Background: an optimization exercise with open tools, aiming at small area. Do not read the settings as production practice.
In this exercise RTL edits were held to simulation tests only and were not proved equivalent to the original.
Power is estimated from default activity; no workload was simulated. The flow treats the clock pin as an ideal source, which a real chip does not have.

==> flow/design.v <==
`timescale 1ns / 1ps
module sliding_window #(
    parameter int DATA_WIDTH = 8,
    parameter int IMG_WIDTH  = 28,
    parameter int DEPTH      = 2*IMG_WIDTH
)(
    input  logic                              clk,
    input  logic                              rst_n,
    input  logic                              i_valid,
    input  logic [DATA_WIDTH-1:0]             i_data,
    output logic                              o_ready,    
    output logic [DEPTH-1:0][DATA_WIDTH-1:0]  o_hist
);
    logic [DEPTH-1:0][DATA_WIDTH-1:0] hist;
    logic [4:0] x_cnt;       
    logic [1:0] y_cnt;       
    always_ff @(posedge clk) begin
        if (i_valid)
            hist <= {hist[DEPTH-2:0], i_data};
    end
    wire x_last = x_cnt[4] & x_cnt[3] & x_cnt[1] & x_cnt[0];    
    always_ff @(posedge clk or negedge rst_n) begin
        if (!rst_n) begin
            x_cnt <= '0;
            y_cnt <= '0;
        end else if (i_valid) begin
            if (x_last) begin
                x_cnt <= '0;
                if (!y_cnt[1]) y_cnt <= y_cnt + 2'd1;
            end else begin
                x_cnt <= x_cnt + 5'd1;
            end
        end
    end
    assign o_ready = y_cnt[1] & (x_cnt[4] | x_cnt[3] | x_cnt[2] | x_cnt[1]);
    assign o_hist  = hist;
endmodule
`timescale 1ns / 1ps
module conv_mac #(
    parameter int DATA_WIDTH = 8,
    parameter int IMG_WIDTH  = 28,
    parameter int DEPTH      = 2*IMG_WIDTH
)(
    input  logic                              clk,
    input  logic                              rst_n,
    input  logic                              i_beat,    
    input  logic                              i_valid,   
    input  logic [DATA_WIDTH-1:0]             i_px,
    input  logic [DEPTH-1:0][DATA_WIDTH-1:0]  i_hist,    
    output logic                              o_valid,
    output logic [11:0]                       o_result
);
    localparam int W = IMG_WIDTH;
    logic [7:0] p56, m0, m2, cn;
    assign p56 = i_hist[2*W-1];      
    assign m0  = i_hist[W-1];        
    assign m2  = i_hist[W+1];        
    assign cn  = ~i_hist[W];         
    logic [8:0] t0;
    wire [7:0] r;
    conv_ha u_t0_0 (.a(i_px[0]), .b(p56[0]), .s(t0[0]), .co(r[0]));
    conv_fa u_t0_1 (.a(i_px[1]), .b(p56[1]), .c(r[0]), .s(t0[1]), .co(r[1]));
    conv_fa u_t0_2 (.a(i_px[2]), .b(p56[2]), .c(r[1]), .s(t0[2]), .co(r[2]));
    conv_fa u_t0_3 (.a(i_px[3]), .b(p56[3]), .c(r[2]), .s(t0[3]), .co(r[3]));
    conv_fa u_t0_4 (.a(i_px[4]), .b(p56[4]), .c(r[3]), .s(t0[4]), .co(r[4]));
    conv_fa u_t0_5 (.a(i_px[5]), .b(p56[5]), .c(r[4]), .s(t0[5]), .co(r[5]));
    conv_fa u_t0_6 (.a(i_px[6]), .b(p56[6]), .c(r[5]), .s(t0[6]), .co(r[6]));
    conv_fa u_t0_7 (.a(i_px[7]), .b(p56[7]), .c(r[6]), .s(t0[7]), .co(r[7]));
    assign t0[8] = r[7];
    logic [8:0] t1, t2;
    always_ff @(posedge clk)
        if (i_beat) begin
            t1 <= t0;
            t2 <= t1;
        end
    wire c_1, c_2;
    conv_fa u_fa0 (.a(t1[0]), .b(t2[0]), .c(m0[0]), .s(c_1), .co(c_2));
    wire c_3, c_4;
    conv_fa u_fa1 (.a(t1[1]), .b(t2[1]), .c(m0[1]), .s(c_3), .co(c_4));
    wire c_5, c_6;
    conv_ha u_ha0 (.a(m2[1]), .b(1'b1), .s(c_5), .co(c_6));
    wire c_7, c_8;
    conv_fa u_fa2 (.a(t1[2]), .b(t2[2]), .c(m0[2]), .s(c_7), .co(c_8));
    wire c_9, c_10;
    conv_fa u_fa3 (.a(m2[2]), .b(1'b1), .c(t0[2]), .s(c_9), .co(c_10));
    wire c_11, c_12;
    conv_fa u_fa4 (.a(t1[3]), .b(t2[3]), .c(m0[3]), .s(c_11), .co(c_12));
    wire c_13, c_14;
    conv_fa u_fa5 (.a(m2[3]), .b(cn[0]), .c(t0[3]), .s(c_13), .co(c_14));
    wire c_15, c_16;
    conv_fa u_fa6 (.a(t1[4]), .b(t2[4]), .c(m0[4]), .s(c_15), .co(c_16));
    wire c_17, c_18;
    conv_fa u_fa7 (.a(m2[4]), .b(cn[1]), .c(t0[4]), .s(c_17), .co(c_18));
    wire c_19, c_20;
    conv_fa u_fa8 (.a(t1[5]), .b(t2[5]), .c(m0[5]), .s(c_19), .co(c_20));
    wire c_21, c_22;
    conv_fa u_fa9 (.a(m2[5]), .b(cn[2]), .c(t0[5]), .s(c_21), .co(c_22));
    wire c_23, c_24;
    conv_fa u_fa10 (.a(t1[6]), .b(t2[6]), .c(m0[6]), .s(c_23), .co(c_24));
    wire c_25, c_26;
    conv_fa u_fa11 (.a(m2[6]), .b(cn[3]), .c(t0[6]), .s(c_25), .co(c_26));
    wire c_27, c_28;
    conv_fa u_fa12 (.a(t1[7]), .b(t2[7]), .c(m0[7]), .s(c_27), .co(c_28));
    wire c_29, c_30;
    conv_fa u_fa13 (.a(m2[7]), .b(cn[4]), .c(t0[7]), .s(c_29), .co(c_30));
    wire c_31, c_32;
    conv_fa u_fa14 (.a(t1[8]), .b(t2[8]), .c(cn[5]), .s(c_31), .co(c_32));
    wire c_33, c_34;
    conv_ha u_ha1 (.a(c_1), .b(m2[0]), .s(c_33), .co(c_34));
    wire c_35, c_36;
    conv_fa u_fa15 (.a(c_3), .b(c_5), .c(t0[1]), .s(c_35), .co(c_36));
    wire c_37, c_38;
    conv_fa u_fa16 (.a(c_7), .b(c_9), .c(c_4), .s(c_37), .co(c_38));
    wire c_39, c_40;
    conv_fa u_fa17 (.a(c_11), .b(c_13), .c(c_8), .s(c_39), .co(c_40));
    wire c_41, c_42;
    conv_fa u_fa18 (.a(c_15), .b(c_17), .c(c_12), .s(c_41), .co(c_42));
    wire c_43, c_44;
    conv_fa u_fa19 (.a(c_19), .b(c_21), .c(c_16), .s(c_43), .co(c_44));
    wire c_45, c_46;
    conv_fa u_fa20 (.a(c_23), .b(c_25), .c(c_20), .s(c_45), .co(c_46));
    wire c_47, c_48;
    conv_fa u_fa21 (.a(c_27), .b(c_29), .c(c_24), .s(c_47), .co(c_48));
    wire c_49, c_50;
    conv_fa u_fa22 (.a(c_31), .b(t0[8]), .c(c_28), .s(c_49), .co(c_50));
    wire c_51, c_52;
    conv_ha u_ha2 (.a(c_33), .b(1'b1), .s(c_51), .co(c_52));
    wire c_53, c_54;
    conv_fa u_fa23 (.a(c_35), .b(c_2), .c(c_34), .s(c_53), .co(c_54));
    wire c_55, c_56;
    conv_fa u_fa24 (.a(c_37), .b(c_6), .c(c_36), .s(c_55), .co(c_56));
    wire c_57, c_58;
    conv_fa u_fa25 (.a(c_39), .b(c_10), .c(c_38), .s(c_57), .co(c_58));
    wire c_59, c_60;
    conv_fa u_fa26 (.a(c_41), .b(c_14), .c(c_40), .s(c_59), .co(c_60));
    wire c_61, c_62;
    conv_fa u_fa27 (.a(c_43), .b(c_18), .c(c_42), .s(c_61), .co(c_62));
    wire c_63, c_64;
    conv_fa u_fa28 (.a(c_45), .b(c_22), .c(c_44), .s(c_63), .co(c_64));
    wire c_65, c_66;
    conv_fa u_fa29 (.a(c_47), .b(c_26), .c(c_46), .s(c_65), .co(c_66));
    wire c_67, c_68;
    conv_fa u_fa30 (.a(c_49), .b(c_30), .c(c_48), .s(c_67), .co(c_68));
    wire c_69, c_70;
    conv_fa u_fa31 (.a(cn[6]), .b(c_32), .c(c_50), .s(c_69), .co(c_70));
    logic [7:0] lo_sum;
    logic lo_carry;
    wire lc_0;
    conv_ha u_ha3 (.a(c_51), .b(t0[0]), .s(lo_sum[0]), .co(lc_0));
    wire lc_1;
    conv_fa u_fa32 (.a(c_53), .b(c_52), .c(lc_0), .s(lo_sum[1]), .co(lc_1));
    wire lc_2;
    conv_fa u_fa33 (.a(c_55), .b(c_54), .c(lc_1), .s(lo_sum[2]), .co(lc_2));
    wire lc_3;
    conv_fa u_fa34 (.a(c_57), .b(c_56), .c(lc_2), .s(lo_sum[3]), .co(lc_3));
    wire lc_4;
    conv_fa u_fa35 (.a(c_59), .b(c_58), .c(lc_3), .s(lo_sum[4]), .co(lc_4));
    wire lc_5;
    conv_fa u_fa36 (.a(c_61), .b(c_60), .c(lc_4), .s(lo_sum[5]), .co(lc_5));
    wire lc_6;
    conv_fa u_fa37 (.a(c_63), .b(c_62), .c(lc_5), .s(lo_sum[6]), .co(lc_6));
    wire lc_7;
    conv_fa u_fa38 (.a(c_65), .b(c_64), .c(lc_6), .s(lo_sum[7]), .co(lc_7));
    assign lo_carry = lc_7;
    logic [7:0] lo_r;
    logic [3:0] ha_r, hb_r;
    logic hc_in;
    always_ff @(posedge clk) begin
        lo_r  <= lo_sum;
        hc_in <= lo_carry;
        ha_r  <= {1'b1, cn[7], c_69, c_67};
        hb_r  <= {1'b0, c_70, c_68, c_66};
    end
    logic [3:0] hi_sum;
    wire hc_0;
    conv_fa u_fa39 (.a(ha_r[0]), .b(hb_r[0]), .c(hc_in), .s(hi_sum[0]), .co(hc_0));
    wire hc_1;
    conv_fa u_fa40 (.a(ha_r[1]), .b(hb_r[1]), .c(hc_0), .s(hi_sum[1]), .co(hc_1));
    wire hc_2;
    conv_fa u_fa41 (.a(ha_r[2]), .b(hb_r[2]), .c(hc_1), .s(hi_sum[2]), .co(hc_2));
    assign hi_sum[3] = ha_r[3] ^ hb_r[3] ^ hc_2;
    assign o_result = ~{hi_sum, lo_r};
    always_ff @(posedge clk or negedge rst_n)
        if (!rst_n) o_valid <= 1'b0;
        else        o_valid <= i_valid;
endmodule
module conv_fa (
    input  logic a, b, c,
    output logic s, co
);
    assign s  = a ^ b ^ c;
    assign co = (a & b) | (a & c) | (b & c);
endmodule
module conv_ha (
    input  logic a, b,
    output logic s, co
);
    assign s  = a ^ b;
    assign co = a & b;
endmodule
`timescale 1ns / 1ps
module cnn_top #(
    parameter int DATA_WIDTH = 8,
    parameter int OUT_WIDTH  = 32,
    parameter int IMG_WIDTH  = 28
)(
    input  logic                   clk,
    input  logic                   rst_n,
    input  logic [DATA_WIDTH-1:0]  s_axis_tdata,
    input  logic                   s_axis_tvalid,
    output logic                   s_axis_tready,
    output logic [OUT_WIDTH-1:0]   m_axis_tdata,
    output logic                   m_axis_tvalid,
    input  logic                   m_axis_tready,
    output logic                   m_axis_tlast
);
    localparam int DEPTH = 2*IMG_WIDTH;
    logic                              win_ready;
    logic [DEPTH-1:0][DATA_WIDTH-1:0]  hist;
    logic [11:0]                       result;
    assign s_axis_tready = 1'b1;
    assign m_axis_tlast  = 1'b0;
    sliding_window #(
        .DATA_WIDTH(DATA_WIDTH),
        .IMG_WIDTH(IMG_WIDTH),
        .DEPTH(DEPTH)
    ) u_sliding_window (
        .clk(clk),
        .rst_n(rst_n),
        .i_valid(s_axis_tvalid),
        .i_data(s_axis_tdata),
        .o_ready(win_ready),
        .o_hist(hist)
    );
    conv_mac #(
        .DATA_WIDTH(DATA_WIDTH),
        .IMG_WIDTH(IMG_WIDTH),
        .DEPTH(DEPTH)
    ) u_conv_mac (
        .clk(clk),
        .rst_n(rst_n),
        .i_beat(s_axis_tvalid),
        .i_valid(s_axis_tvalid & win_ready),
        .i_px(s_axis_tdata),
        .i_hist(hist),
        .o_valid(m_axis_tvalid),
        .o_result(result)
    );
    assign m_axis_tdata = {{(OUT_WIDTH-12){result[11]}}, result};
endmodule
==> flow/flow/run.sh <==
#!/bin/bash
# Standard layout (standard.sh: the ORFS flow, synthesis unchanged), with
# clock tree synthesis told not to add dummy loads and to use a small buffer
# at the root of the clock tree, and the smallest buffer on
# the ports.
set -euo pipefail
export CTS_ARGS="-sink_clustering_enable -repair_clock_nets -buf_list sky130_fd_sc_hd__clkbuf_16 -sink_clustering_size 36 -sink_clustering_max_diameter 70 -dont_use_dummy_load -root_buf sky130_fd_sc_hd__clkbuf_4"
export BUFFER_PORTS_ARGS="-buffer_cell sky130_fd_sc_hd__buf_1"
bash standard.sh > standard.log 2>&1
==> flow/standard.sh <==
#!/bin/bash
# synth_recipe.tcl (not shown) runs the flow's synth.tcl, then flattens the netlist and writes it again
# the make line also repeats each setting of config.mk as NAME=value (left out here)
make -C /OpenROAD-flow-scripts/flow DESIGN_CONFIG=/design/flow/config.mk WORK_HOME=/design/flow/orfs CLKGATE_MAP_FILE= SYNTH_SCRIPT=/design/flow/synth_recipe.tcl "${@:-finish}"
==> flow/config.mk <==
export PLATFORM = sky130hd
export DESIGN_NAME = cnn_top
export DESIGN_NICKNAME = cnn_top
export VERILOG_FILES = /design/flow/design.v
export SDC_FILE = /design/flow/constraint.sdc
export NUM_CORES = 4
export LEC_CHECK = 0
export CAP_MARGIN = 20
export CORE_MARGIN = 2
export CORE_UTILIZATION = 70
export CTS_BUF_LIST = sky130_fd_sc_hd__clkbuf_16
export CTS_CLUSTER_DIAMETER = 70
export CTS_CLUSTER_SIZE = 36
export SLEW_MARGIN = 20
export SYNTH_HIERARCHICAL = 1
export SYNTH_MINIMUM_KEEP_SIZE = 0
==> flow/constraint.sdc <==
create_clock -name core_clock -period 5.5 [get_ports {clk}]
set_input_delay 1.1000 -clock core_clock [delete_from_list [all_inputs] [get_ports {clk}]]
set_output_delay 1.1000 -clock core_clock [all_outputs]
set_load 0.01 [all_outputs]
==> out/qor.csv, run 1 <==
stage,metric,value,unit
status,status,no timing/DRC/antenna violations,
setup_path,r2r setup slk,0.24,ns
setup_path,critical-path cell list,buf_1 -> ha_4 -> fa_2 -> fa_2 -> fa_2 -> fa_2 -> fa_1 -> fa_1 -> fa_1 -> fa_2 -> fa_2 -> fa_2 -> fa_2,
setup_path,CP dominant cell by count,fa_2,
hold_path,Min-Delay Path Class,primary input to async pin,
routing,drt first-iter violations,411,
synthesis,Netlist cell types,23,
routing,Residual DRC,0,
sta,minimum clock period,5.36,ns
routing,Routed Antenna Nets,0,
die,FP Rows,55,
sta,relative slew slack,51.3,%
setup_path,Startpoint Class,primary input,
routing,Total Routed Length,17.4,mm
routing,vias post-DR,5186,
sta,skew final,0.0624,ns
die,Die W,155,µm
clock_tree,CTS tree,yes,
sta,hold_ws,0.257,ns
clock_tree,htree depth,1,
die,die area,24000,µm²
setup_path,slowest CP cell,fa_2,
setup_path,"Arr. time, crit path",6.03,ns
routing,routed length per instance,18.5,µm
placed_design,Detail Placement HPWL,9.33,mm
power,leak pwr,5.66,nW
routing,post-DR vias/cell,5.51,
finish,Nets,725,
global_route,Total Routing Usage GR,14.9,%
sta,Fin. Hold Viols,0,
sta,Setup WS post-layout,0.135,ns
synthesis,"Seq/Total Area, Yosys",90.8,%
die,area of the core,22500,µm²
clock_tree,Resized cells post-CTS,0,
sta,RSZ-0062 raised after global routing,no,
sta,Final Max Slew Viols,0,
finish,share of layout cells above drive strength 1,6.40,%
placed_design,DP Worst Slack,-0.627,ns
setup_path,r2r worst-path depth,12,
power,power per cell area,401,nW/µm²
global_route,vias in the first global route,5096,
clock_tree,Post-CTS Setup Inserts,0,
setup_path,CP required,6.17,ns
global_route,largest net degree at the start of global routing,151,
synthesis,Yosys warning total,8,
synthesis,post-synthesis cell count,611,
clock_tree,cts bufs inserted,18,
setup_path,Worst Setup End Kind,flop,
synthesis,Mapped Area,16000,µm²
setup_path,worst r2r src,u_sliding_window.hist[440]$_DFFE_PP_,
die,Die Height,155,µm
finish,Finished Core Util,74.8,%
synthesis,"FF+latch count, synth",489,
placed_design,GP Congestion,0.718,
sta,Final setup viols,0,
global_route,GR Overflow Total,0,
run,Max Cap Viol,0,
global_route,initial antenna violation count,1,
clock_tree,clock sink count,489,
die,Initial Util,70.9,%
sta,period utilization,97.5,%
sta,setup tns final,0,ns
setup_path,RR Endpoint,u_conv_mac.lo_r[7]$_DFF_P_,
die,I/O pin count,47,
power,maximum VDD drop,0.449,mV
setup_path,Worst Path Max Fanout,2,
clock_tree,Clock Pin Slew Worst Setup and Hold Paths,0.12,ns
clock_tree,Root Buffer,clkbuf_4,
global_route,first-pass GRT wire length,27.4,mm
synthesis,Syn Area/Cell,26.1,µm²
setup_path,CP peak stage delay,0.55,ns
setup_path,kind of critical path,primary input to flop,
clock_tree,CTS Hold Bufs,0,
placed_design,port bufs,43,
sta,Least-Margin Pin Slew,0.730,ns
routing,1st-pass router iterations,6,
clock_tree,"Clk Latency, worst-skew pair",0.73,ns
clock_tree,maximum clock insertion buffer count,3,
sta,Max Clk Rate,186,MHz
finish,synth-to-layout area growth,5.48,%
[layout by cell type, fill, tap and decap left out, types with 4 or more instances in the layout]
master     instances
buf_1             42
clkbuf_4           4
inv_1             19
dfxtp_1           15
dfrtp_1            8
clkbuf_16         15
nor2_1             4
edfxtp_1         466
conb_1             5
fa_1              37
fa_2              12
ha_1               5
[critical path, delay by kind of cell]
family	cells	cell delay [ns]
fa+ha+maj	12	4.80
buf+inv	1	0.13
[where the power goes]
part           internal, W  switching, W
sequential         0.00440      0.000124
clock             0.000511      0.000915
combinational     0.000335      0.000473
[per-module statistics from Yosys (local to each module, per instance), a selection]
module / flops+latches / cells inside / area, µm² / times used
conv_fa: 0 / 1 / 20.0 / 49
cnn_top: 0 / 25 / 179 / 1
conv_ha: 0 / 1 / 12.5 / 5
[registers in the layout, summed over array words and instances, names as in the netlist]
signal	cells
u_conv_mac.o_valid	1
u_conv_mac.hc_in	1
u_conv_mac.lo_r	8
u_sliding_window.x_cnt	5
u_conv_mac.ha_r	3
u_sliding_window.y_cnt	2
u_conv_mac.t2	9
u_conv_mac.t1	9
u_conv_mac.hb_r	3
u_sliding_window.hist	448
[area by class of cell]
cell class                 count  area [µm²]
clock buffer                  18         398
sequential                   489       14500
tap                          285         357
fill                        1203        5670
inverter                      19        71.3
timing repair buffer          48         240
multi-input combinational     82        1270
antenna                        1        2.50
[cells in the mapped netlist]
master | number | share of area [%]
mux2_2 | 1 | 0.071
o21ai_0 | 1 | 0.031
a21o_1 | 1 | 0.047
inv_1 | 19 | 0.45
nand2_1 | 2 | 0.047
a22o_1 | 1 | 0.055
nand3_2 | 1 | 0.063
nor2b_1 | 1 | 0.039
and2_1 | 1 | 0.039
a21oi_1 | 1 | 0.031
dfxtp_1 | 15 | 1.9
edfxtp_1 | 466 | 88
nor2_1 | 4 | 0.094
dfrtp_1 | 8 | 1.3
and3_2 | 2 | 0.094
fa_1 | 49 | 6.1
conb_1 | 3 | 0.071
nor3_2 | 1 | 0.063
o41a_1 | 1 | 0.071
o21ai_1 | 1 | 0.031
buf_4 | 23 | 1.1
ha_1 | 6 | 0.47
xor2_1 | 3 | 0.16
[cells by family (layout without fill, tap and decap cells)]
kind of cell | Yosys count | count (layout) | share of synthesized area, %
AND/OR/NAND/NOR | 12 | 12 | 0.439
flip-flops | 489 | 489 | 90.8
XOR/XNOR | 3 | 3 | 0.165
multiplexers | 1 | 1 | 0.0706
other | 3 | 6 | 0.0706
AO/OA/AOI/OAI | 6 | 6 | 0.267
buffers and inverters | 42 | 85 | 1.53
adder cells (fa/ha/maj) | 55 | 55 | 6.62
[metal layers]
metal	track usage (%)	routed length (µm)	vias up
met5	0	0	-
met4	3.88	365	0
met3	2.26	541	19
met2	21.4	7660	80
met1	25.2	8840	2704
li1	-	-	2383
[metrics by stage]
step	instances	area, µm²	power (W)
floorplan	613	16000	0.00517
detailed placement	923	16400	0.00544
finish	942	16800	0.00676
CTS	941	16800	0.00686
global route	942	16800	0.00708
global placement	923	16400	0.00539
[worst max path at each step]
stage,from,to,slack (ns),cells past startpoint
floorplan,s_axis_tdata[0],u_conv_mac.lo_r[7]$_DFF_P_,-0.30,12
global placement,s_axis_tdata[0],u_conv_mac.lo_r[7]$_DFF_P_,-0.56,13
detailed placement,s_axis_tdata[0],u_conv_mac.lo_r[7]$_DFF_P_,-0.63,13
CTS,s_axis_tdata[0],u_conv_mac.lo_r[7]$_DFF_P_,0.17,13
global route,s_axis_tdata[0],u_conv_mac.lo_r[7]$_DFF_P_,0.08,13
finish,s_axis_tdata[0],u_conv_mac.lo_r[7]$_DFF_P_,0.14,13
==> inputs of run 2 (changes only) <==
==> flow/flow/run.sh (replaced) <==
#!/bin/bash
# Standard layout (standard.sh: the ORFS flow, synthesis unchanged), with
# clock tree synthesis told not to add dummy loads and to use a small buffer
# at the root of the clock tree, and the smallest buffer on
# the ports.
set -euo pipefail
export CTS_ARGS="-sink_clustering_enable -repair_clock_nets -buf_list sky130_fd_sc_hd__clkbuf_16 -sink_clustering_size 36 -sink_clustering_max_diameter 70 -dont_use_dummy_load -root_buf sky130_fd_sc_hd__clkbuf_2"
export BUFFER_PORTS_ARGS="-buffer_cell sky130_fd_sc_hd__buf_1"
bash standard.sh > standard.log 2>&1
==> run 2 against run 1 <==
  * Still clean on timing, DRC and antenna
  * Routed wire length grew 0.13%
  * Largest power group unchanged
  * Setup slack gained 0.13 ns
  * Area after synthesis unchanged
  * Critical path depth decreased by 1
  * Largest cell class unchanged
  * Utilization about the same
  * Final cell count rose by 0.11%
  * Sequential power barely moved
==> out/qor.csv, run 2 <==
stage,metric,value,unit
status,status,no timing/DRC/antenna violations,
placed_design,Detail Placement HPWL,9.33,mm
global_route,met1 usage,25.2,%
sta,Final setup viols,0,
die,Die W,155,µm
setup_path,r2r worst-path depth,12,
placed_design,GP Congestion,0.718,
synthesis,"count leader, synth",edfxtp_1,
power,Sw Pwr,0.00151,W
global_route,vias in the first global route,5096,
setup_path,worst r2r src,u_sliding_window.hist[440]$_DFFE_PP_,
global_route,grt met3 use,2.26,%
synthesis,Syn Area/Cell,26.1,µm²
die,I/O pin count,47,
finish,Reg area,14500,µm²
sta,Fin. Hold Viols,0,
synthesis,post-synthesis cell count,611,
sta,skew final,0.0889,ns
clock_tree,htree depth,1,
setup_path,Startpoint Class,flop,
global_route,largest net degree at the start of global routing,151,
finish,Nets,726,
routing,Total Routed Length,17.4,mm
synthesis,"Top FF cell, synth",edfxtp_1,
sta,Max Clk Rate,191,MHz
hold_path,Min-Delay Path Class,flop to flop,
synthesis,"Seq/Total Area, Yosys",90.8,%
finish,Reg with most FFs,u_sliding_window.hist,
clock_tree,Root Buffer,clkbuf_2,
routing,routed length per instance,18.5,µm
sta,Final Max Slew Viols,0,
finish,biggest regs,"u_sliding_window.hist (448), u_conv_mac.t1 (9), u_conv_mac.t2 (9)",
setup_path,r2r setup slk,0.27,ns
power,internal power,0.00523,W
setup_path,Worst Path Max Fanout,2,
global_route,GR Overflow Total,0,
finish,Finished Core Util,74.8,%
die,Die Height,155,µm
global_route,Total Routing Usage GR,14.9,%
power,maximum VDD drop,0.450,mV
clock_tree,maximum clock insertion buffer count,3,
synthesis,Mapped Area,16000,µm²
finish,most frequent cells in the layout,"edfxtp_1 (466), buf_1 (42), fa_1 (37)",
finish,combined area of the multi-input logic cells,1270,µm²
setup_path,Worst Setup End Kind,flop,
finish,Largest register FFs,448,
finish,Filler cells,1203,
clock_tree,clock sink count,489,
global_route,met2 Use GR,21.4,%
routing,1st-pass router iterations,4,
finish,share of layout cells above drive strength 1,6.39,%
power,Logic pwr share,12.0,%
power,"Power, Total",0.00674,W
sta,Least-Margin Pin Slew,0.741,ns
synthesis,post-synth top area cell,edfxtp_1,
synthesis,ys async rst share,1.64,%
setup_path,RR Endpoint,u_conv_mac.lo_r[7]$_DFF_P_,
global_route,layer with the highest usage,met1,
die,Initial Util,70.9,%
die,area of the core,22500,µm²
synthesis,Netlist cell types,23,
hold_path,Hold Crit Depth,0,
synthesis,synth top area cells,"edfxtp_1 (88%), fa_1 (6.1%), dfxtp_1 (1.9%), dfrtp_1 (1.3%), buf_4 (1.1%)",
sta,period utilization,95.2,%
setup_path,"Arr. time, crit path",6.08,ns
global_route,initial antenna violation count,1,
clock_tree,"Clk Latency, worst-skew pair",0.91,ns
routing,drt first-iter violations,418,
run,Max Cap Viol,0,
routing,Routed Antenna Nets,0,
clock_tree,cts bufs inserted,18,
die,die area,24000,µm²
die,FP Rows,55,
power,Seq pwr share,67.1,%
finish,"commonest non-fill, non-tap cell in the layout",edfxtp_1,
synthesis,"FF+latch count, synth",489,
hold_path,Hold Crit Endpoint,u_sliding_window.hist[250]$_DFFE_PP_,
routing,vias post-DR,5163,
synthesis,Yosys warning total,8,
clock_tree,Resized cells post-CTS,0,
finish,synth-to-layout area growth,5.50,%
sta,RSZ-0062 raised after global routing,no,
power,leak pwr,5.66,nW
synthesis,"EDFF count, synth",466,
synthesis,commonest cells in the synthesized netlist,"edfxtp_1 (466), fa_1 (49), buf_4 (23)",
setup_path,kind of critical path,flop to flop,
clock_tree,CTS tree,yes,
routing,post-DR vias/cell,5.48,
power,clock network power share,20.9,%
hold_path,Hold Crit Start,u_sliding_window.hist[242]$_DFFE_PP_,
synthesis,share of the synthesized area in the top cell type,87.7,%
clock_tree,Clock Pin Slew Worst Setup and Hold Paths,0.12,ns
power,Switching Fraction,22.4,%
setup_path,CP required,6.35,ns
power,power per cell area,400,nW/µm²
routing,Residual DRC,0,
global_route,first-pass GRT wire length,27.4,mm
sta,minimum clock period,5.23,ns
sta,relative slew slack,50.6,%
placed_design,port bufs,43,
[run 2: cell counts after synthesis]
Identical to the previous run, type by type.
[run 2: repair_timing]
item,CTS,global route
hold endpoints to repair,8,0
setup buffers,0,0
hold buffers,1,0
[run 2: power by group through the flow]
| stage | clock, W | combinational [W] | sequential (W) |
|---|---|---|---|
| global placement | 0 | 0.000793 | 0.00460 |
| CTS | 0.00148 | 0.000840 | 0.00453 |
| floorplan | 0 | 0.000609 | 0.00456 |
| global route | 0.00157 | 0.000942 | 0.00456 |
| detailed placement | 0 | 0.000836 | 0.00460 |
| finish | 0.00141 | 0.000807 | 0.00452 |
[run 2: worst max path at each step]
stage	from	to	cells after the start
after global placement	s_axis_tdata[0]	u_conv_mac.lo_r[7]$_DFF_P_	13
after global routing	u_sliding_window.hist[440]$_DFFE_PP_	u_conv_mac.lo_r[7]$_DFF_P_	12
final	u_sliding_window.hist[440]$_DFFE_PP_	u_conv_mac.lo_r[7]$_DFF_P_	12
after CTS	u_sliding_window.hist[440]$_DFFE_PP_	u_conv_mac.lo_r[7]$_DFF_P_	12
after detailed placement	s_axis_tdata[0]	u_conv_mac.lo_r[7]$_DFF_P_	13
after floorplan	s_axis_tdata[0]	u_conv_mac.lo_r[7]$_DFF_P_	12
[run 2: cell type report]
type / count / area share, %
inverter: 19 / 0.424
antenna: 1 / 0.0149
multi-input combinational: 82 / 7.53
tap: 285 / 2.12
timing repair buffer: 49 / 1.49
clock buffer: 18 / 2.32
sequential: 489 / 86.1
[run 2: logic make-up after synthesis]
family	Yosys count	synth area share, %
flops	489	90.8
fa+ha+maj	55	6.62
buf+inv	42	1.53
simple gates	12	0.439
compound gates	6	0.267
other cells	3	0.0706
xor+xnor	3	0.165
mux	1	0.0706
[run 2: per-layer routing]
metal  up-vias  part of all wire, %
li1       2385                    -
met1      2684                   51
met2        73                   44
met3        21                  3.1
met4         0                  2.2
met5         -                    0
[run 2: Yosys stat by module, one instance, submodules excluded, excerpt]
| module | cell area (µm²) | cells inside |
|---|---|---|
| cnn_top | 179 | 25 |
| conv_ha | 12.5 | 1 |
| conv_fa | 20.0 | 1 |
[run 2: critical path: stages (launching register included)]
cell,delay (ns)
edfxtp_1,0.43
ha_4,0.18
fa_2,0.33
fa_2,0.35
fa_2,0.35
fa_2,0.55
fa_1,0.44
fa_1,0.52
fa_1,0.45
fa_2,0.40
fa_2,0.35
fa_2,0.35
fa_2,0.52
[run 2: metrics by stage]
step	TNS, ns	cells	instance area, µm²	setup slack, ns	hold slack (ns)
finish	0	943	16800	0.266	0.353
global route	0	943	16800	0.164	0.337
CTS	0	942	16800	0.235	0.355
detailed placement	-1.40	923	16400	-0.627	0.405
global placement	-1.21	923	16400	-0.563	0.404
floorplan	-0.469	613	16000	-0.300	0.397
==> inputs of run 3 (changes only) <==
==> flow/flow/run.sh (replaced) <==
#!/bin/bash
# Standard layout (standard.sh: the ORFS flow, synthesis unchanged), with
# clock tree synthesis told not to add dummy loads and to use a small buffer
# at the root of the clock tree, and the smallest buffer on
# the ports.
set -euo pipefail
export CTS_ARGS="-sink_clustering_enable -repair_clock_nets -buf_list sky130_fd_sc_hd__clkbuf_16 -sink_clustering_size 36 -sink_clustering_max_diameter 50 -dont_use_dummy_load -root_buf sky130_fd_sc_hd__clkbuf_4"
export BUFFER_PORTS_ARGS="-buffer_cell sky130_fd_sc_hd__buf_1"
bash standard.sh > standard.log 2>&1
--- a/flow/config.mk
+++ b/flow/config.mk
@@ -10,5 +10,5 @@
 export CORE_UTILIZATION = 70
 export CTS_BUF_LIST = sky130_fd_sc_hd__clkbuf_16
-export CTS_CLUSTER_DIAMETER = 70
+export CTS_CLUSTER_DIAMETER = 50
 export CTS_CLUSTER_SIZE = 36
 export SLEW_MARGIN = 20
==> run 3 against run 2 <==
  * Routed wire length rose by 2.9%
  * Critical path type is now primary input to flop
  * Power increased by 9.6%
  * Area after synthesis unchanged
  * Fmax fell by 2.4%
  * Clock-buffer cell count up 18
  * Utilization is 1.8 points higher
  * Synthesized cell count unchanged
  * Setup slack worse by 0.13 ns
==> out/qor.csv, run 3 <==
stage,metric,value,unit
synthesis,"FF+latch count, synth",489,
clock_tree,clock sink count,489,
placed_design,Placed Area,16400,µm²
power,power per cell area,428,nW/µm²
global_route,first-pass GRT wire length,28.4,mm
setup_path,CP required,6.15,ns
finish,Nets,743,
finish,Filler cells,1162,
synthesis,Netlist cell types,23,
power,maximum VDD drop,0.327,mV
placed_design,GP Congestion,0.718,
finish,post-route design area,17200,µm²
finish,Largest register FFs,448,
synthesis,synth top area cells,"edfxtp_1 (88%), fa_1 (6.1%), dfxtp_1 (1.9%), dfrtp_1 (1.3%), buf_4 (1.1%)",
clock_tree,Post-CTS Setup Inserts,0,
placed_design,port bufs,43,
global_route,Total Routing Usage GR,15.6,%
sta,Final Max Slew Viols,0,
finish,synth-to-layout area growth,8.09,%
clock_tree,CTS tree,yes,
global_route,layer with the highest usage,met1,
routing,vias post-DR,5269,
setup_path,Worst Setup End Kind,flop,
clock_tree,Root Buffer,clkbuf_4,
clock_tree,cts bufs inserted,36,
global_route,vias in the first global route,5274,
synthesis,share of the synthesized area in the top cell type,87.7,%
synthesis,Syn Area/Cell,26.1,µm²
die,area of the core,22500,µm²
routing,1st-pass router iterations,4,
sta,period utilization,97.5,%
finish,share of layout cells above drive strength 1,8.90,%
clock_tree,CTS Hold Bufs,0,
setup_path,Worst Path Max Fanout,2,
clock_tree,Clock Pin Slew Worst Setup and Hold Paths,0.07,ns
setup_path,"Arr. time, crit path",6.01,ns
placed_design,DP Worst Slack,-0.627,ns
synthesis,"count leader, synth",edfxtp_1,
finish,Reg with most FFs,u_sliding_window.hist,
routing,post-DR vias/cell,5.49,
sta,relative slew slack,50.9,%
sta,hold_ws,0.292,ns
die,FP Rows,55,
sta,Fin. Hold Viols,0,
clock_tree,Resized cells post-CTS,0,
global_route,met2 Use GR,21.4,%
placed_design,Detail Placement HPWL,9.33,mm
die,Die Height,155,µm
die,Die W,155,µm
finish,"commonest non-fill, non-tap cell in the layout",edfxtp_1,
setup_path,Startpoint Class,primary input,
setup_path,kind of critical path,primary input to flop,
clock_tree,maximum clock insertion buffer count,3,
synthesis,ys async rst share,1.64,%
sta,skew final,0.0362,ns
synthesis,"Top FF cell, synth",edfxtp_1,
sta,Setup WS post-layout,0.137,ns
global_route,GR Overflow Total,0,
clock_tree,"Clk Latency, worst-skew pair",0.71,ns
finish,most frequent cells in the layout,"edfxtp_1 (466), buf_1 (42), fa_1 (37)",
global_route,grt met3 use,3.15,%
synthesis,"EDFF count, synth",466,
sta,Final setup viols,0,
run,Max Cap Viol,0,
global_route,largest net degree at the start of global routing,151,
die,I/O pin count,47,
routing,Routed Antenna Nets,0,
clock_tree,htree depth,2,
synthesis,post-synth top area cell,edfxtp_1,
synthesis,"Seq/Total Area, Yosys",90.8,%
power,leak pwr,5.87,nW
sta,Max Clk Rate,186,MHz
hold_path,Min-Delay Path Class,primary input to async pin,
global_route,met1 usage,26.2,%
routing,routed length per instance,18.7,µm
synthesis,Yosys warning total,8,
power,"Power, Total",0.00738,W
routing,drt first-iter violations,419,
die,die area,24000,µm²
global_route,initial antenna violation count,1,
synthesis,Mapped Area,16000,µm²
synthesis,commonest cells in the synthesized netlist,"edfxtp_1 (466), fa_1 (49), buf_4 (23)",
finish,biggest regs,"u_sliding_window.hist (448), u_conv_mac.t1 (9), u_conv_mac.t2 (9)",
status,status,no timing/DRC/antenna violations,
sta,Least-Margin Pin Slew,0.737,ns
sta,RSZ-0062 raised after global routing,no,
sta,minimum clock period,5.36,ns
routing,Residual DRC,0,
routing,Total Routed Length,17.9,mm
synthesis,post-synthesis cell count,611,
die,Initial Util,70.9,%
-- run 3: cell counts after synthesis --
Identical to the previous run, type by type.
-- run 3: cell families (layout without fill, tap and decap cells) --
kind of cell	Yosys count	after routing	synth area share, %
flip-flops	489	489	90.8
adder cells (fa/ha/maj)	55	55	6.62
buffers and inverters	42	103	1.53
AND/OR/NAND/NOR	12	12	0.439
AO/OA/AOI/OAI	6	6	0.267
other	3	6	0.0706
XOR/XNOR	3	3	0.165
multiplexers	1	1	0.0706
-- run 3: worst paths after layout --
path	depth (start not counted)	start	slack (ns)	endpoint
max reg2reg	12	u_sliding_window.hist[440]$_DFFE_PP_	0.26	u_conv_mac.lo_r[7]$_DFF_P_
min reg2reg	0	u_sliding_window.hist[159]$_DFFE_PP_	0.39	u_sliding_window.hist[167]$_DFFE_PP_
max	13	s_axis_tdata[0]	0.14	u_conv_mac.lo_r[7]$_DFF_P_
max in group asynchronous	1	rst_n	4.90	u_sliding_window.y_cnt[0]$_DFFE_PN0P_
min	1	rst_n	0.29	u_sliding_window.x_cnt[0]$_DFFE_PN0P_
min in group core_clock	0	u_sliding_window.hist[159]$_DFFE_PP_	0.39	u_sliding_window.hist[167]$_DFFE_PP_
-- run 3: Yosys stat by module (local to each module, per instance), a selection --
module | cells inside | copies in the design | flip-flops and latches | cell area [µm²]
cnn_top | 25 | 1 | 0 | 179
conv_fa | 1 | 49 | 0 | 20.0
conv_ha | 1 | 5 | 0 | 12.5
-- run 3: report_power, final --
part / total [W] / internal [W] / leakage [nW] / switching (W)
Sequential: 0.00453 / 0.00440 / 4.79 / 0.000125
Clock: 0.00205 / 0.00102 / 0.405 / 0.00104
Combinational: 0.000800 / 0.000331 / 0.676 / 0.000469
Total: 0.00738 / 0.00575 / 5.87 / 0.00163
-- run 3: layout make-up --
| class | count | area [µm²] | area share [%] |
|---|---|---|---|
| inverter | 19 | 71.3 | 0.414 |
| multi-input combinational | 82 | 1270 | 7.35 |
| sequential | 489 | 14500 | 84.0 |
| antenna | 1 | 2.50 | 0.0145 |
| timing repair buffer | 48 | 240 | 1.39 |
| tap | 285 | 357 | 2.07 |
| clock buffer | 36 | 813 | 4.72 |
-- run 3: critical path: stages --
cell,delay [ns]
buf_1,0.13
ha_4,0.18
fa_2,0.33
fa_2,0.35
fa_2,0.35
fa_2,0.34
fa_2,0.55
fa_1,0.43
fa_1,0.51
fa_1,0.45
fa_2,0.41
fa_2,0.35
fa_2,0.52
-- run 3: stage by stage --
stage                     util [%]  setup TNS, ns  cells
after detailed placement      73.0          -1.40    923
after global routing          76.6              0    960
after CTS                     76.6              0    959
after floorplan                  -         -0.469    613
final                         76.6              0    960
after global placement        73.0          -1.21    923
-- run 3: per-layer routing --
metal  wire length [µm]  up-vias  part of all wire [%]
li1                   -     2415                     -
met1               9020     2720                    50
met2               7800      105                    43
met3                775       29                   4.3
met4                340        0                   1.9
met5                  0        -                     0
==> inputs of run 4 (changes only) <==
==> flow/flow/run.sh (replaced) <==
#!/bin/bash
# Standard layout (standard.sh: the ORFS flow, synthesis unchanged), with
# clock tree synthesis told not to add dummy loads and to use a small buffer
# at the root of the clock tree, and the smallest buffer on
# the ports.
set -euo pipefail
export CTS_ARGS="-sink_clustering_enable -repair_clock_nets -buf_list sky130_fd_sc_hd__clkbuf_16 -sink_clustering_size 36 -sink_clustering_max_diameter 150 -dont_use_dummy_load -root_buf sky130_fd_sc_hd__clkbuf_4"
export BUFFER_PORTS_ARGS="-buffer_cell sky130_fd_sc_hd__buf_1"
bash standard.sh > standard.log 2>&1
--- a/flow/config.mk
+++ b/flow/config.mk
@@ -10,5 +10,5 @@
 export CORE_UTILIZATION = 70
 export CTS_BUF_LIST = sky130_fd_sc_hd__clkbuf_16
-export CTS_CLUSTER_DIAMETER = 50
+export CTS_CLUSTER_DIAMETER = 150
 export CTS_CLUSTER_SIZE = 36
 export SLEW_MARGIN = 20
==> run 4 against run 3 <==
  * Largest cell class unchanged
  * Flip-flop and latch count did not move
  * Hold slack got worse by 0.014 ns
  * Critical path type unchanged
  * Final cell count is 2.0% lower
  * Still clean
  * Clock skew decreased by 0.0029 ns
  * Non-clock buffer count unchanged
  * Highest routed layer unchanged
  * Utilization is 2.0 points lower
==> out/qor.csv, run 4 <==
stage,metric,value,unit
status,status,no timing/DRC/antenna violations,
setup_path,CP dominant cell by count,fa_2,
die,FP Rows,55,
global_route,GR Overflow Total,0,
power,leak pwr,5.65,nW
sta,skew final,0.0333,ns
finish,biggest regs,"u_sliding_window.hist (448), u_conv_mac.t1 (9), u_conv_mac.t2 (9)",
synthesis,Netlist cell types,23,
synthesis,commonest cells in the synthesized netlist,"edfxtp_1 (466), fa_1 (49), buf_4 (23)",
synthesis,Yosys warning total,8,
finish,Nets,724,
setup_path,Startpoint Class,primary input,
synthesis,Mapped Area,16000,µm²
sta,RSZ-0062 raised after global routing,no,
synthesis,synth top area cells,"edfxtp_1 (88%), fa_1 (6.1%), dfxtp_1 (1.9%), dfrtp_1 (1.3%), buf_4 (1.1%)",
die,Initial Util,70.9,%
global_route,first-pass GRT wire length,27.3,mm
power,maximum VDD drop,0.434,mV
clock_tree,Post-CTS Setup Inserts,0,
die,die area,24000,µm²
finish,Filler cells,1211,
synthesis,"EDFF count, synth",466,
synthesis,share of the synthesized area in the top cell type,87.7,%
clock_tree,CTS tree,yes,
routing,Metal-1 WL,8.85,mm
setup_path,critical-path cell list,buf_1 -> ha_4 -> fa_2 -> fa_2 -> fa_2 -> fa_2 -> fa_1 -> fa_1 -> fa_1 -> fa_2 -> fa_2 -> fa_2 -> fa_2,
die,Die Height,155,µm
sta,minimum clock period,5.39,ns
finish,Reg area,14500,µm²
run,Max Cap Viol,0,
routing,drt first-iter violations,429,
setup_path,CP peak stage delay,0.56,ns
routing,Total Routed Length,17.3,mm
routing,post-DR vias/cell,5.51,
synthesis,"count leader, synth",edfxtp_1,
clock_tree,CTS Hold Bufs,0,
routing,vias post-DR,5187,
sta,Max Clk Rate,185,MHz
sta,Fin. Hold Viols,0,
clock_tree,clock sink count,489,
routing,Routed Antenna Nets,0,
routing,met2 wire len,7.56,mm
routing,Residual DRC,0,
sta,Least-Margin Pin Slew,0.745,ns
global_route,largest net degree at the start of global routing,151,
clock_tree,Clock Pin Slew Worst Setup and Hold Paths,0.12,ns
clock_tree,maximum clock insertion buffer count,3,
synthesis,post-synth top area cell,edfxtp_1,
routing,1st-pass router iterations,6,
clock_tree,cts bufs inserted,17,
finish,combined area of the multi-input logic cells,1270,µm²
power,power per cell area,400,nW/µm²
hold_path,Min-Delay Path Class,primary input to async pin,
routing,routed length per instance,18.4,µm
clock_tree,"Clk Latency, worst-skew pair",0.70,ns
finish,synth-to-layout area growth,5.32,%
setup_path,Worst Setup End Kind,flop,
setup_path,"CP delay by family, top",adder cells,
synthesis,post-synthesis cell count,611,
setup_path,Worst Path Max Fanout,2,
die,Die W,155,µm
setup_path,"Arr. time, crit path",6.04,ns
finish,"commonest non-fill, non-tap cell in the layout",edfxtp_1,
setup_path,CP required,6.15,ns
clock_tree,Resized cells post-CTS,0,
synthesis,Syn Area/Cell,26.1,µm²
sta,relative slew slack,50.4,%
sta,period utilization,98.0,%
setup_path,"Buf+Inv Stages, Crit Path",1,
die,I/O pin count,47,
setup_path,kind of critical path,primary input to flop,
synthesis,ys async rst share,1.64,%
finish,post-route design area,16800,µm²
finish,share of layout cells above drive strength 1,6.26,%
power,"Power, Total",0.00673,W
die,area of the core,22500,µm²
synthesis,"FF+latch count, synth",489,
placed_design,GP Congestion,0.718,
clock_tree,Root Buffer,clkbuf_4,
placed_design,Placed Area,16400,µm²
finish,most frequent cells in the layout,"edfxtp_1 (466), buf_1 (42), fa_1 (37)",
finish,Finished Core Util,74.7,%
placed_design,Detail Placement HPWL,9.33,mm
sta,Final Max Slew Viols,0,
finish,Reg with most FFs,u_sliding_window.hist,
clock_tree,htree depth,1,
placed_design,port bufs,43,
global_route,vias in the first global route,5136,
finish,Largest register FFs,448,
synthesis,"Seq/Total Area, Yosys",90.8,%
global_route,initial antenna violation count,1,
routing,highest metal used,met4,
setup_path,slowest CP cell,fa_2,
sta,Final setup viols,0,
routing,met3 wire len,614,µm
global_route,Total Routing Usage GR,14.8,%
synthesis,"Top FF cell, synth",edfxtp_1,
run 4: kinds of logic (layout without fill, tap and decap cells):
logic type / after synthesis / count (layout) / share of synthesized area, %
AND/OR/NAND/NOR: 12 / 12 / 0.439
multiplexers: 1 / 1 / 0.0706
flip-flops: 489 / 489 / 90.8
XOR/XNOR: 3 / 3 / 0.165
other: 3 / 6 / 0.0706
buffers and inverters: 42 / 84 / 1.53
AO/OA/AOI/OAI: 6 / 6 / 0.267
adder cells (fa/ha/maj): 55 / 55 / 6.62
run 4: cell type report:
type | count | share of cell area, %
Tap cell | 285 | 2.12
Clock buffer | 17 | 2.22
Sequential cell | 489 | 86.2
Inverter | 19 | 0.424
Timing Repair Buffer | 48 | 1.43
Antenna cell | 1 | 0.0149
Multi-Input combinational cell | 82 | 7.54
run 4: per-layer routing:
| metal | track usage [%] | vias to the layer above |
|---|---|---|
| met3 | 2.56 | 20 |
| met1 | 25.0 | 2700 |
| met5 | 0 | - |
| met4 | 3.13 | 0 |
| li1 | - | 2382 |
| met2 | 21.4 | 85 |
run 4: path summary, 6_finish.rpt:
path	depth (start not counted)	slack [ns]	startpoint	to
worst max-delay path	13	0.11	s_axis_tdata[0]	u_conv_mac.lo_r[7]$_DFF_P_
worst max register to register	12	0.24	u_sliding_window.hist[440]$_DFFE_PP_	u_conv_mac.lo_r[7]$_DFF_P_
min in group core_clock	0	0.39	u_sliding_window.hist[127]$_DFFE_PP_	u_sliding_window.hist[135]$_DFFE_PP_
max in group asynchronous	1	4.94	rst_n	u_sliding_window.x_cnt[4]$_DFFE_PN0P_
worst min-delay path	1	0.28	rst_n	u_sliding_window.x_cnt[3]$_DFFE_PN0P_
worst min register to register	0	0.39	u_sliding_window.hist[127]$_DFFE_PP_	u_sliding_window.hist[135]$_DFFE_PP_
run 4: per-stage QoR:
stage,hold WS (ns),std cells,worst slack (ns),TNS (ns)
2_1_floorplan,0.397,613,-0.300,-0.469
3_3_place_gp,0.404,923,-0.563,-1.21
3_5_place_dp,0.405,923,-0.627,-1.40
4_1_cts,0.241,940,0.147,0
5_1_grt,0.262,941,0.0742,0
6_report,0.278,941,0.109,0
run 4: worst reg2reg max path: stages (launching register included):
cell      delay [ns]
edfxtp_1        0.43
ha_4            0.18
fa_2            0.33
fa_2            0.35
fa_2            0.35
fa_2            0.56
fa_1            0.43
fa_1            0.51
fa_1            0.46
fa_2            0.41
fa_2            0.35
fa_2            0.35
fa_2            0.52
run 4: modules after synthesis, one instance, submodules excluded, excerpt:
module / times used / flip-flops and latches / cells inside / area, µm²
conv_fa: 49 / 0 / 1 / 20.0
cnn_top: 1 / 0 / 25 / 179
conv_ha: 5 / 0 / 1 / 12.5
run 4: report_power, final:
part | internal (W) | switching, W | leakage (nW) | total (W)
Clock | 0.000481 | 0.000907 | 0.186 | 0.00139
Combinational | 0.000337 | 0.000476 | 0.676 | 0.000814
Sequential | 0.00440 | 0.000125 | 4.79 | 0.00452
==> inputs of run 5 (changes only) <==
==> flow/flow/run.sh (replaced) <==
#!/bin/bash
# Standard layout (standard.sh: the ORFS flow, synthesis unchanged), with
# clock tree synthesis told not to add dummy loads and to use a small buffer
# at the root of the clock tree, and the smallest buffer on
# the ports.
set -euo pipefail
export CTS_ARGS="-sink_clustering_enable -repair_clock_nets -buf_list sky130_fd_sc_hd__clkbuf_16 -sink_clustering_size 36 -sink_clustering_max_diameter 100 -dont_use_dummy_load -root_buf sky130_fd_sc_hd__clkbuf_4"
export BUFFER_PORTS_ARGS="-buffer_cell sky130_fd_sc_hd__buf_1"
bash standard.sh > standard.log 2>&1
--- a/flow/config.mk
+++ b/flow/config.mk
@@ -10,5 +10,5 @@
 export CORE_UTILIZATION = 70
 export CTS_BUF_LIST = sky130_fd_sc_hd__clkbuf_16
-export CTS_CLUSTER_DIAMETER = 150
+export CTS_CLUSTER_DIAMETER = 100
 export CTS_CLUSTER_SIZE = 36
 export SLEW_MARGIN = 20
==> run 5 against run 4 <==
  * Still clean on timing, DRC and antenna
  * Sequential share of layout area stayed put
  * Final cell count is the same
  * Combinational power about the same
  * Clock power about the same
  * Synthesized cell count is the same
  * Routed wire length is the same
==> out/qor.csv, run 5 <==
stage,metric,value,unit
status,status,no timing/DRC/antenna violations,
setup_path,"Arr. time, crit path",6.04,ns
synthesis,"EDFF count, synth",466,
routing,highest metal used,met4,
finish,Nets,724,
power,leak pwr,5.65,nW
clock_tree,clock sink count,489,
global_route,initial antenna violation count,1,
routing,Residual DRC,0,
placed_design,placed cells,923,
sta,Setup WS post-layout,0.109,ns
die,Initial Util,70.9,%
run,Max Cap Viol,0,
synthesis,ys async rst share,1.64,%
sta,setup tns final,0,ns
synthesis,share of the synthesized area in the top cell type,87.7,%
clock_tree,Post-CTS Setup Inserts,0,
hold_path,Min-Delay Path Class,primary input to async pin,
die,I/O pin count,47,
global_route,Total Routing Usage GR,14.8,%
setup_path,CP peak stage delay,0.56,ns
power,maximum VDD drop,0.434,mV
sta,Final setup viols,0,
routing,Metal-1 WL,8.85,mm
setup_path,slowest CP cell,fa_2,
sta,hold_ws,0.278,ns
finish,Non-Filler Instances,941,
sta,minimum clock period,5.39,ns
synthesis,Netlist cell types,23,
sta,relative slew slack,50.4,%
synthesis,"Seq/Total Area, Yosys",90.8,%
sta,period utilization,98.0,%
synthesis,synth top area cells,"edfxtp_1 (88%), fa_1 (6.1%), dfxtp_1 (1.9%), dfrtp_1 (1.3%), buf_4 (1.1%)",
routing,Total Routed Length,17.3,mm
synthesis,post-synth top area cell,edfxtp_1,
clock_tree,CTS Hold Bufs,0,
clock_tree,htree depth,1,
setup_path,Startpoint Class,primary input,
global_route,vias in the first global route,5136,
sta,Least-Margin Pin Slew,0.745,ns
global_route,largest net degree at the start of global routing,151,
synthesis,commonest cells in the synthesized netlist,"edfxtp_1 (466), fa_1 (49), buf_4 (23)",
routing,1st-pass router iterations,6,
sta,skew final,0.0333,ns
routing,post-DR vias/cell,5.51,
synthesis,Yosys warning total,8,
finish,Largest register FFs,448,
synthesis,"Top FF cell, synth",edfxtp_1,
finish,Reg with most FFs,u_sliding_window.hist,
die,FP Rows,55,
setup_path,CP dominant cell by count,fa_2,
routing,drt first-iter violations,429,
placed_design,GP Congestion,0.718,
routing,Routed Antenna Nets,0,
placed_design,DP Worst Slack,-0.627,ns
clock_tree,CTS tree,yes,
clock_tree,Resized cells post-CTS,0,
global_route,first-pass GRT wire length,27.3,mm
power,"Power, Total",0.00673,W
clock_tree,"Clk Latency, worst-skew pair",0.70,ns
die,Die W,155,µm
routing,routed length per instance,18.4,µm
clock_tree,Clock Pin Slew Worst Setup and Hold Paths,0.12,ns
finish,most frequent cells in the layout,"edfxtp_1 (466), buf_1 (42), fa_1 (37)",
power,power per cell area,400,nW/µm²
setup_path,"CP delay by family, top",adder cells,
setup_path,Worst Setup End Kind,flop,
placed_design,port bufs,43,
sta,Fin. Hold Viols,0,
synthesis,Mapped Area,16000,µm²
synthesis,"count leader, synth",edfxtp_1,
clock_tree,maximum clock insertion buffer count,3,
finish,synth-to-layout area growth,5.32,%
finish,"commonest non-fill, non-tap cell in the layout",edfxtp_1,
synthesis,"FF+latch count, synth",489,
sta,RSZ-0062 raised after global routing,no,
die,area of the core,22500,µm²
finish,share of layout cells above drive strength 1,6.26,%
sta,Max Clk Rate,185,MHz
finish,biggest regs,"u_sliding_window.hist (448), u_conv_mac.t1 (9), u_conv_mac.t2 (9)",
die,die area,24000,µm²
placed_design,Detail Placement HPWL,9.33,mm
clock_tree,cts bufs inserted,17,
clock_tree,Root Buffer,clkbuf_4,
setup_path,CP required,6.15,ns
synthesis,post-synthesis cell count,611,
routing,met3 wire len,614,µm
setup_path,kind of critical path,primary input to flop,
synthesis,Syn Area/Cell,26.1,µm²
setup_path,critical-path cell list,buf_1 -> ha_4 -> fa_2 -> fa_2 -> fa_2 -> fa_2 -> fa_1 -> fa_1 -> fa_1 -> fa_2 -> fa_2 -> fa_2 -> fa_2,
routing,vias post-DR,5187,
sta,Final Max Slew Viols,0,
setup_path,"Buf+Inv Stages, Crit Path",1,
routing,met2 wire len,7.56,mm
die,Die Height,155,µm
global_route,GR Overflow Total,0,
setup_path,Worst Path Max Fanout,2,
run 5: cell counts in the layout (fill, tap and decap cells not counted):
Identical to the previous run, type by type.
run 5: kinds of logic after synthesis:
logic type	synth area share, %
AO/OA/AOI/OAI	0.267
XOR/XNOR	0.165
adder cells (fa/ha/maj)	6.62
buffers and inverters	1.53
flip-flops	90.8
multiplexers	0.0706
other	0.0706
AND/OR/NAND/NOR	0.439
run 5: per-module statistics from Yosys, one instance, submodules excluded, a selection:
| module | times used | cells inside |
|---|---|---|
| cnn_top | 1 | 25 |
| conv_ha | 5 | 1 |
| conv_fa | 49 | 1 |
run 5: where the power goes:
group	internal [W]	switching [W]	total, W
sequential	0.00440	0.000125	0.00452
clock	0.000481	0.000907	0.00139
combinational	0.000337	0.000476	0.000814
total	0.00522	0.00151	0.00673
run 5: worst reg2reg max path, cell delays in order (launching register included):
cell and delay (ns):
edfxtp_1 0.43, ha_4 0.18, fa_2 0.33, fa_2 0.35
fa_2 0.35, fa_2 0.56, fa_1 0.43, fa_1 0.51
fa_1 0.46, fa_2 0.41, fa_2 0.35, fa_2 0.35
fa_2 0.52
run 5: per-layer routing:
layer	GRT usage (%)	up-vias
met5	0	-
met4	3.13	0
met3	2.56	20
met2	21.4	85
met1	25.0	2700
li1	-	2382
run 5: through the flow:
stage	util, %	area [µm²]
detailed placement	73.0	16400
CTS	74.7	16800
global placement	73.0	16400
global route	74.7	16800
finish	74.7	16800
floorplan	-	16000
run 5: path summary, 6_finish.rpt:
check	endpoint	slack [ns]	cells past startpoint	start
setup reg to reg	u_conv_mac.lo_r[7]$_DFF_P_	0.24	12	u_sliding_window.hist[440]$_DFFE_PP_
hold / removal	u_sliding_window.x_cnt[3]$_DFFE_PN0P_	0.28	1	rst_n
setup / recovery	u_conv_mac.lo_r[7]$_DFF_P_	0.11	13	s_axis_tdata[0]
min in group core_clock	u_sliding_window.hist[135]$_DFFE_PP_	0.39	0	u_sliding_window.hist[127]$_DFFE_PP_
max in group asynchronous	u_sliding_window.x_cnt[4]$_DFFE_PN0P_	4.94	1	rst_n
hold reg to reg	u_sliding_window.hist[135]$_DFFE_PP_	0.39	0	u_sliding_window.hist[127]$_DFFE_PP_
run 5: area by class of cell:
class | count | area (µm²)
Antenna cell | 1 | 2.50
Inverter | 19 | 71.3
Timing Repair Buffer | 48 | 240
Sequential cell | 489 | 14500
Clock buffer | 17 | 373
Fill cell | 1211 | 5700
Tap cell | 285 | 357
Multi-Input combinational cell | 82 | 1270

[separate check: timing with driven ports]
Ports are ideal in the flow. The routed layouts listed here were re-timed in OpenROAD. Step 1 sets driving cells, clkbuf_16 on the clock port and buf_2 on the other inputs (assumed; they add their load-dependent delay and slew). Step 2 also shifts input and output timing later by t, the mid clock arrival at the registers, as if the neighbouring blocks saw the same clock. a / b / c = no drivers / after step 1 / after step 2; a / b = the first two.
| run | t (ns) | setup WS [ns] | hold slack, ns |
|---|---|---|---|
| run 1 | 0.740 | 0.135 / 0.154 / -0.586 | 0.257 / 0.240 / 0.378 |
| run 2 | 0.905 | 0.266 / 0.266 / -0.574 | 0.353 / 0.353 / 0.353 |
| run 3 | 0.732 | 0.137 / 0.156 / -0.576 | 0.292 / 0.274 / 0.392 |
| run 4 | 0.728 | 0.109 / 0.130 / -0.598 | 0.278 / 0.258 / 0.391 |
| run 5 | 0.728 | 0.109 / 0.130 / -0.598 | 0.278 / 0.258 / 0.391 |
With both steps, setup timing fails in every run listed, where it was met with ideal ports. The setup slack of run 2, which loses most, moves by 0.000 ns with the drivers and by -0.840 ns with both steps.
